This is an optimization exercise on Yosys and OpenROAD, whose aim is small area, a short achievable clock period and few clock cycles per item, not a production implementation.
RTL that was checked went through simulation tests only; none was proved equivalent to the original.

== old ==
==> flow/design.v <==
module MyDesign #(parameter OUTPUT_LENGTH       = 8,
                  parameter MAX_MESSAGE_LENGTH  = 55,
                  parameter NUMBER_OF_Ks        = 64,
                  parameter NUMBER_OF_Hs        = 8 ,
                  parameter SYMBOL_WIDTH        = 8  )
            (
            output reg                                      dut__xxx__finish     ,
            input  wire                                     xxx__dut__go         ,
            input  wire  [ $clog2(MAX_MESSAGE_LENGTH):0]    xxx__dut__msg_length ,
            output reg  [ $clog2(MAX_MESSAGE_LENGTH)-1:0]   dut__msg__address  ,
            output wire                                     dut__msg__enable   ,
            output wire                                     dut__msg__write    ,
            input  wire [7:0]                               msg__dut__data     ,
            output wire [ $clog2(NUMBER_OF_Ks)-1:0]         dut__kmem__address  ,
            output wire                                     dut__kmem__enable   ,
            output wire                                     dut__kmem__write    ,
            input  wire [31:0]                              kmem__dut__data     ,
            output reg  [ $clog2(NUMBER_OF_Hs)-1:0]         dut__hmem__address  ,
            output wire                                     dut__hmem__enable   ,
            output wire                                     dut__hmem__write    ,
            input  wire [31:0]                              hmem__dut__data     ,
            output reg  [ $clog2(OUTPUT_LENGTH)-1:0]        dut__dom__address  ,
            output reg  [31:0]                              dut__dom__data     ,
            output wire                                     dut__dom__enable   ,
            output wire                                     dut__dom__write    ,
            input  wire                 clk             ,
            input  wire                 reset
            );
assign dut__msg__enable  = 1'b1;
assign dut__msg__write   = 1'b0;
assign dut__kmem__enable = 1'b1;
assign dut__kmem__write  = 1'b0;
assign dut__hmem__enable = 1'b1;
assign dut__hmem__write  = 1'b0;
reg        busy;
reg  [6:0] r, p;
reg  [3:0] hcnt;
reg        dom_en;
reg  [5:0] lenr;                             
reg  [5:0] kaddr;                            
reg  [31:0] kreg;                            
reg  [31:0] hreg;                            
wire       start = xxx__dut__go & ~busy;
wire       act   = busy | xxx__dut__go;
wire       kwf   = p[0] ^ r[0];              
wire       hdone = hcnt[3] | (hcnt[2:0] == 3'd7);
wire       last  = (r == 7'd69);
assign dut__kmem__address = kaddr;
assign dut__dom__enable   = dom_en;
assign dut__dom__write    = dom_en;
wire [5:0] maddr = dut__msg__address;
wire       mdone = (maddr == lenr);
wire       wavail = (p[6:4] != 3'd0) | mdone | (maddr[5:2] == p[3:0] + 4'd1);
wire rstep = kwf & hdone & ~r[6];
wire pstep = busy & ~p[6] & wavail & (~kwf | rstep);
wire rd    = start | (busy & ~mdone & ((maddr[5:2] == p[3:0]) | pstep));
wire hload = act & ~hdone;
wire h0ld  = rstep & (r == 7'd0);
wire drain = busy & (r >= 7'd65) & (r <= 7'd67);
wire owr   = busy & (r >= 7'd61) & (r <= 7'd68);
function [2:0] wordof(input [2:0] km1);
    case (km1)
        3'd4: wordof = 3'd7;
        3'd5: wordof = 3'd3;
        3'd6: wordof = 3'd2;
        3'd7: wordof = 3'd1;
        3'd0: wordof = 3'd0;
        3'd1: wordof = 3'd6;
        3'd2: wordof = 3'd5;
        default: wordof = 3'd4;
    endcase
endfunction
wire [6:0] r_n    = last ? 7'd0 : ((rstep | (busy & r[6])) ? r + 7'd1 : r);
wire [3:0] hcnt_n = last ? 4'd0 : ((hload | h0ld) ? hcnt + 4'd1 : hcnt);
wire [2:0] haddr_n = hcnt_n[3] ? wordof(r_n[2:0]) : ~hcnt_n[2:0];
always @(posedge clk or posedge reset) begin
    if (reset) begin
        busy              <= 1'b0;
        r                 <= 7'd0;
        p                 <= 7'd0;
        hcnt              <= 4'd0;
        dut__msg__address <= 6'd0;
        kaddr             <= 6'd0;
        dut__hmem__address<= 3'd7;
        dut__xxx__finish  <= 1'b0;
        dom_en            <= 1'b0;
    end else begin
        busy               <= start | (busy & ~last);
        r                  <= r_n;
        p                  <= last ? 7'd0 : (pstep ? p + 7'd1 : p);
        hcnt               <= hcnt_n;
        dut__msg__address  <= last ? 6'd0 : (rd ? maddr + 6'd1 : maddr);
        kaddr              <= last ? 6'd0 : ((start | pstep) ? kaddr + 6'd1 : kaddr);
        dut__hmem__address <= haddr_n;
        dut__xxx__finish   <= busy & last;
        dom_en             <= owr;
    end
end
reg  [31:0] wr [0:15];
reg  [31:0] kw;
function [31:0] rotr(input [31:0] x, input integer n);
    rotr = (x >> n) | (x << (32 - n));
endfunction
always @(posedge clk) begin
    if (start) lenr <= xxx__dut__msg_length[5:0];
    if (start | pstep) kreg <= kmem__dut__data;
    hreg <= hmem__dut__data;
end
wire [5:0]  len   = start ? xxx__dut__msg_length[5:0] : lenr;
wire [3:0]  q     = start ? 4'd0 : p[3:0] + 4'd1;
wire        qlen  = (len[5:2] == q);
wire [31:0] padw  = {qlen & (len[1:0] == 2'd0), 7'd0,
                     qlen & (len[1:0] == 2'd1), 7'd0,
                     qlen & (len[1:0] == 2'd2), 7'd0,
                     qlen & (len[1:0] == 2'd3), 7'd0}
                  | ((q == 4'd15) ? {23'd0, len[5:0], 3'd0} : 32'd0);
wire        p_lt15 = (p[6:4] == 3'd0) & (p[3:0] != 4'd15);
wire [31:0] ss0 = rotr(wr[1], 7) ^ rotr(wr[1], 18) ^ (wr[1] >> 3);
wire [31:0] ss1 = rotr(wr[14], 17) ^ rotr(wr[14], 19) ^ (wr[14] >> 10);
wire [31:0] u0  = wr[0] ^ wr[9] ^ ss0;
wire [31:0] u1  = ((wr[0] & wr[9]) | (wr[0] & ss0) | (wr[9] & ss0)) << 1;
wire [31:0] v0  = u0 ^ u1 ^ ss1;
wire [31:0] v1  = ((u0 & u1) | (u0 & ss1) | (u1 & ss1)) << 1;
wire [31:0] sched = v0 + v1;
wire selS = pstep & ~p_lt15;
reg [31:0] wrest;
always @(*) begin
    wrest = ((pstep & p_lt15) | start) ? padw : wr[15];
    if (rd) begin
        case (maddr[1:0])
            2'd0: wrest[31:24] = msg__dut__data;
            2'd1: wrest[23:16] = msg__dut__data;
            2'd2: wrest[15: 8] = msg__dut__data;
            2'd3: wrest[ 7: 0] = msg__dut__data;
        endcase
    end
end
wire [31:0] w15n = selS ? sched : wrest;
integer i;
always @(posedge clk) begin
    if (pstep) begin
        for (i = 0; i < 15; i = i + 1) wr[i] <= wr[i+1];
        kw <= kreg + wr[15];
    end
    wr[15] <= w15n;
end
reg [31:0] A1, A2, A3, A4, e, f, g, h;
wire [31:0] S0  = rotr(A1, 2) ^ rotr(A1, 13) ^ rotr(A1, 22);
wire [31:0] S1  = rotr(e, 6) ^ rotr(e, 11) ^ rotr(e, 25);
wire [31:0] ch  = g ^ (e & (f ^ g));
wire [31:0] maj = (A1 & A2) | (A3 & (A1 | A2));
wire [31:0] nA4 = ~A4;
wire [31:0] x0 = A3 ^ h ^ kw;
wire [31:0] x1 = ((A3 & h) | (A3 & kw) | (h & kw)) << 1;
wire [31:0] y0 = x0 ^ x1 ^ ch;
wire [31:0] y1 = ((x0 & x1) | (x0 & ch) | (x1 & ch)) << 1;
wire [31:0] z0 = y0 ^ y1 ^ S1;
wire [31:0] z1 = ((y0 & y1) | (y0 & S1) | (y1 & S1)) << 1;
wire [31:0] enew = z0 + z1;
wire [31:0] ua = e ^ nA4 ^ maj;
wire [31:0] ub = {((e[30:0] & nA4[30:0]) | (e[30:0] & maj[30:0]) | (nA4[30:0] & maj[30:0])), 1'b1};
wire [31:0] va = ua ^ ub ^ S0;
wire [31:0] vb = ((ua & ub) | (ua & S0) | (ub & S0)) << 1;
wire [31:0] anew = va + vb;
wire r0     = (r == 7'd0);
wire ashift = hload | rstep | (busy & (r == 7'd64));
wire eshift = hload | rstep | drain;
always @(posedge clk) begin
    if (ashift) begin
        A1 <= (hload | r0) ? hmem__dut__data : anew;
        A2 <= A1; A3 <= A2; A4 <= A3;
    end
    if (eshift) begin
        e <= hload ? A3 : enew;
        f <= e; g <= f; h <= g;
    end
end
reg  [1:0] tsel;                             
wire [31:0] tap = tsel[1] ? h : (tsel[0] ? A1 : e);
always @(posedge clk) begin
    tsel <= (r_n == 7'd61) ? 2'd0 : ((r_n <= 7'd65) ? 2'd1 : 2'd2);
    if (owr) begin
        dut__dom__data    <= tap + hreg;
        dut__dom__address <= wordof(r[2:0] - 3'd1);
    end
end
endmodule
Settings: LEC_CHECK=0, CAP_MARGIN=20, CORE_MARGIN=2, CORE_UTILIZATION=40, SETUP_SLACK_MARGIN=5, SLEW_MARGIN=20; clock period 10.0 ns.
standard.sh (not shown) runs the stock make flow with config.mk's settings and CLKGATE_MAP_FILE= SYNTH_SCRIPT=/design/flow/synth_recipe.tcl, a recipe that flattens the netlist after the stock synthesis.
==> flow/flow/run.sh <==
#!/bin/bash
bash standard.sh SETUP_SLACK_MARGIN=6 finish > standard.log 2>&1
Testbench counts of old, summed over its fixed seeds: cycles 17,686, hashes 192.
The following lists how new was set up differently from old:
--- a/flow/design.v
+++ b/flow/design.v
@@ -49,12 +49,14 @@
 assign dut__dom__enable   = dom_en;
 assign dut__dom__write    = dom_en;
 wire [5:0] maddr = dut__msg__address;
 wire       mdone = (maddr == lenr);
 wire       wavail = (p[6:4] != 3'd0) | mdone | (maddr[5:2] == p[3:0] + 4'd1);
-wire rstep = kwf & hdone & ~r[6];
-wire pstep = busy & ~p[6] & wavail & (~kwf | rstep);
+wire pr    = busy & kwf & hdone & ~p[6] & wavail;
+wire p0    = busy & (p == 7'd0) & wavail;
+wire rstep = pr | (kwf & p[6]);
+wire pstep = pr | p0;
 wire rd    = start | (busy & ~mdone & ((maddr[5:2] == p[3:0]) | pstep));
 wire hload = act & ~hdone;
 wire h0ld  = rstep & (r == 7'd0);
 wire drain = busy & (r >= 7'd65) & (r <= 7'd67);
 wire owr   = busy & (r >= 7'd61) & (r <= 7'd68);
@@ -95,11 +97,11 @@
         dut__xxx__finish   <= busy & last;
         dom_en             <= owr;
     end
 end
 reg  [31:0] wr [0:15];
-reg  [31:0] kw;
+reg  [31:0] kx;                              
 function [31:0] rotr(input [31:0] x, input integer n);
     rotr = (x >> n) | (x << (32 - n));
 endfunction
 always @(posedge clk) begin
     if (start) lenr <= xxx__dut__msg_length[5:0];
@@ -113,17 +115,17 @@
                      qlen & (len[1:0] == 2'd1), 7'd0,
                      qlen & (len[1:0] == 2'd2), 7'd0,
                      qlen & (len[1:0] == 2'd3), 7'd0}
                   | ((q == 4'd15) ? {23'd0, len[5:0], 3'd0} : 32'd0);
 wire        p_lt15 = (p[6:4] == 3'd0) & (p[3:0] != 4'd15);
-wire [31:0] ss0 = rotr(wr[1], 7) ^ rotr(wr[1], 18) ^ (wr[1] >> 3);
+reg  [31:0] sreg;
+wire [31:0] ss0 = rotr(wr[2], 7) ^ rotr(wr[2], 18) ^ (wr[2] >> 3);
 wire [31:0] ss1 = rotr(wr[14], 17) ^ rotr(wr[14], 19) ^ (wr[14] >> 10);
-wire [31:0] u0  = wr[0] ^ wr[9] ^ ss0;
-wire [31:0] u1  = ((wr[0] & wr[9]) | (wr[0] & ss0) | (wr[9] & ss0)) << 1;
-wire [31:0] v0  = u0 ^ u1 ^ ss1;
-wire [31:0] v1  = ((u0 & u1) | (u0 & ss1) | (u1 & ss1)) << 1;
-wire [31:0] sched = v0 + v1;
+wire [31:0] u0  = wr[1] ^ wr[10] ^ ss0;
+wire [31:0] u1  = ((wr[1] & wr[10]) | (wr[1] & ss0) | (wr[10] & ss0)) << 1;
+wire [31:0] snew  = u0 + u1;
+wire [31:0] sched = ss1 + sreg;
 wire selS = pstep & ~p_lt15;
 reg [31:0] wrest;
 always @(*) begin
     wrest = ((pstep & p_lt15) | start) ? padw : wr[15];
     if (rd) begin
@@ -138,35 +140,45 @@
 wire [31:0] w15n = selS ? sched : wrest;
 integer i;
 always @(posedge clk) begin
     if (pstep) begin
         for (i = 0; i < 15; i = i + 1) wr[i] <= wr[i+1];
-        kw <= kreg + wr[15];
+        sreg <= snew;
     end
     wr[15] <= w15n;
 end
 reg [31:0] A1, A2, A3, A4, e, f, g, h;
 wire [31:0] S0  = rotr(A1, 2) ^ rotr(A1, 13) ^ rotr(A1, 22);
 wire [31:0] S1  = rotr(e, 6) ^ rotr(e, 11) ^ rotr(e, 25);
 wire [31:0] ch  = g ^ (e & (f ^ g));
 wire [31:0] maj = (A1 & A2) | (A3 & (A1 | A2));
 wire [31:0] nA4 = ~A4;
-wire [31:0] x0 = A3 ^ h ^ kw;
-wire [31:0] x1 = ((A3 & h) | (A3 & kw) | (h & kw)) << 1;
-wire [31:0] y0 = x0 ^ x1 ^ ch;
-wire [31:0] y1 = ((x0 & x1) | (x0 & ch) | (x1 & ch)) << 1;
-wire [31:0] z0 = y0 ^ y1 ^ S1;
-wire [31:0] z1 = ((y0 & y1) | (y0 & S1) | (y1 & S1)) << 1;
+wire [31:0] z0 = kx ^ ch ^ S1;
+wire [31:0] z1 = ((kx & ch) | (kx & S1) | (ch & S1)) << 1;
 wire [31:0] enew = z0 + z1;
 wire [31:0] ua = e ^ nA4 ^ maj;
 wire [31:0] ub = {((e[30:0] & nA4[30:0]) | (e[30:0] & maj[30:0]) | (nA4[30:0] & maj[30:0])), 1'b1};
 wire [31:0] va = ua ^ ub ^ S0;
 wire [31:0] vb = ((ua & ub) | (ua & S0) | (ub & S0)) << 1;
 wire [31:0] anew = va + vb;
 wire r0     = (r == 7'd0);
 wire ashift = hload | rstep | (busy & (r == 7'd64));
 wire eshift = hload | rstep | drain;
+wire        xfix = busy & ~hcnt[3] & (hcnt[2:0] == 3'd6);
+wire        xz   = (p == 7'd0) & ~xfix;
+wire [31:0] q1 = xfix ? kx : kreg;
+wire [31:0] q2 = xfix ? 32'd0 : wr[15];
+wire [31:0] q3 = xz ? 32'd0 : g;
+wire [31:0] q4 = xz ? 32'd0 : A2;
+wire [31:0] c0 = q1 ^ q2 ^ q3;
+wire [31:0] c1 = ((q1 & q2) | (q1 & q3) | (q2 & q3)) << 1;
+wire [31:0] d0 = c0 ^ c1 ^ q4;
+wire [31:0] d1 = ((c0 & c1) | (c0 & q4) | (c1 & q4)) << 1;
+wire [31:0] xnew = d0 + d1;
+always @(posedge clk) begin
+    if (pstep | xfix) kx <= xnew;
+end
 always @(posedge clk) begin
     if (ashift) begin
         A1 <= (hload | r0) ? hmem__dut__data : anew;
         A2 <= A1; A3 <= A2; A4 <= A3;
     end
new ends up with a final critical-path required period that is 0.67 ns higher than in old.
Going from old to new, layout clock buffer count grows by 15.
Of the two candidates, old has the better detailed-route wire length and new the worse one.
Share of final layout cell area taken by clock buffers and inverters down 0.50 points in new wrt old
Summary — sequential share of layout area, new relative to old: lower, by 2.3 points.
The critical path depth in new sits 7 above the value recorded for old.
new ends up with a number of non-clock inverters in the layout that is 96 higher than in old.
No functional check of the RTL was part of new.

-- separate check: timing with driven ports --
The flow's constraints put no driver on any port. The routed layouts listed below were extracted and timed again, unchanged, in two steps.
Step 1 (the two cells are an assumption about what drives the block):
set clk [get_ports {clk}]
set_driving_cell -lib_cell sky130_fd_sc_hd__clkbuf_16 $clk
set_driving_cell -lib_cell sky130_fd_sc_hd__buf_2 [delete_from_list [all_inputs] $clk]
Step 2 moves the port delays by t, midway between the first and last clock arrival at a register: inputs arrive t later, outputs are due t later. That takes back most of the time a late clock gives input paths.
Slacks: ideal / step 1 / step 2; pairs: ideal / step 1.
| run | shift t [ns] | setup WS [ns] | latest minus earliest clock arrival (ns) |
|---|---|---|---|
| old | 0.756 | 5.599 / 5.599 / 5.432 | 0.051 / 0.051 |
| new | 0.797 | 4.931 / 4.931 / 4.931 | 0.040 / 0.040 |
After both steps every run listed still meets setup and hold. For old, which loses most, drivers alone change the setup slack by 0.000 ns; drivers and shift together by -0.167 ns.
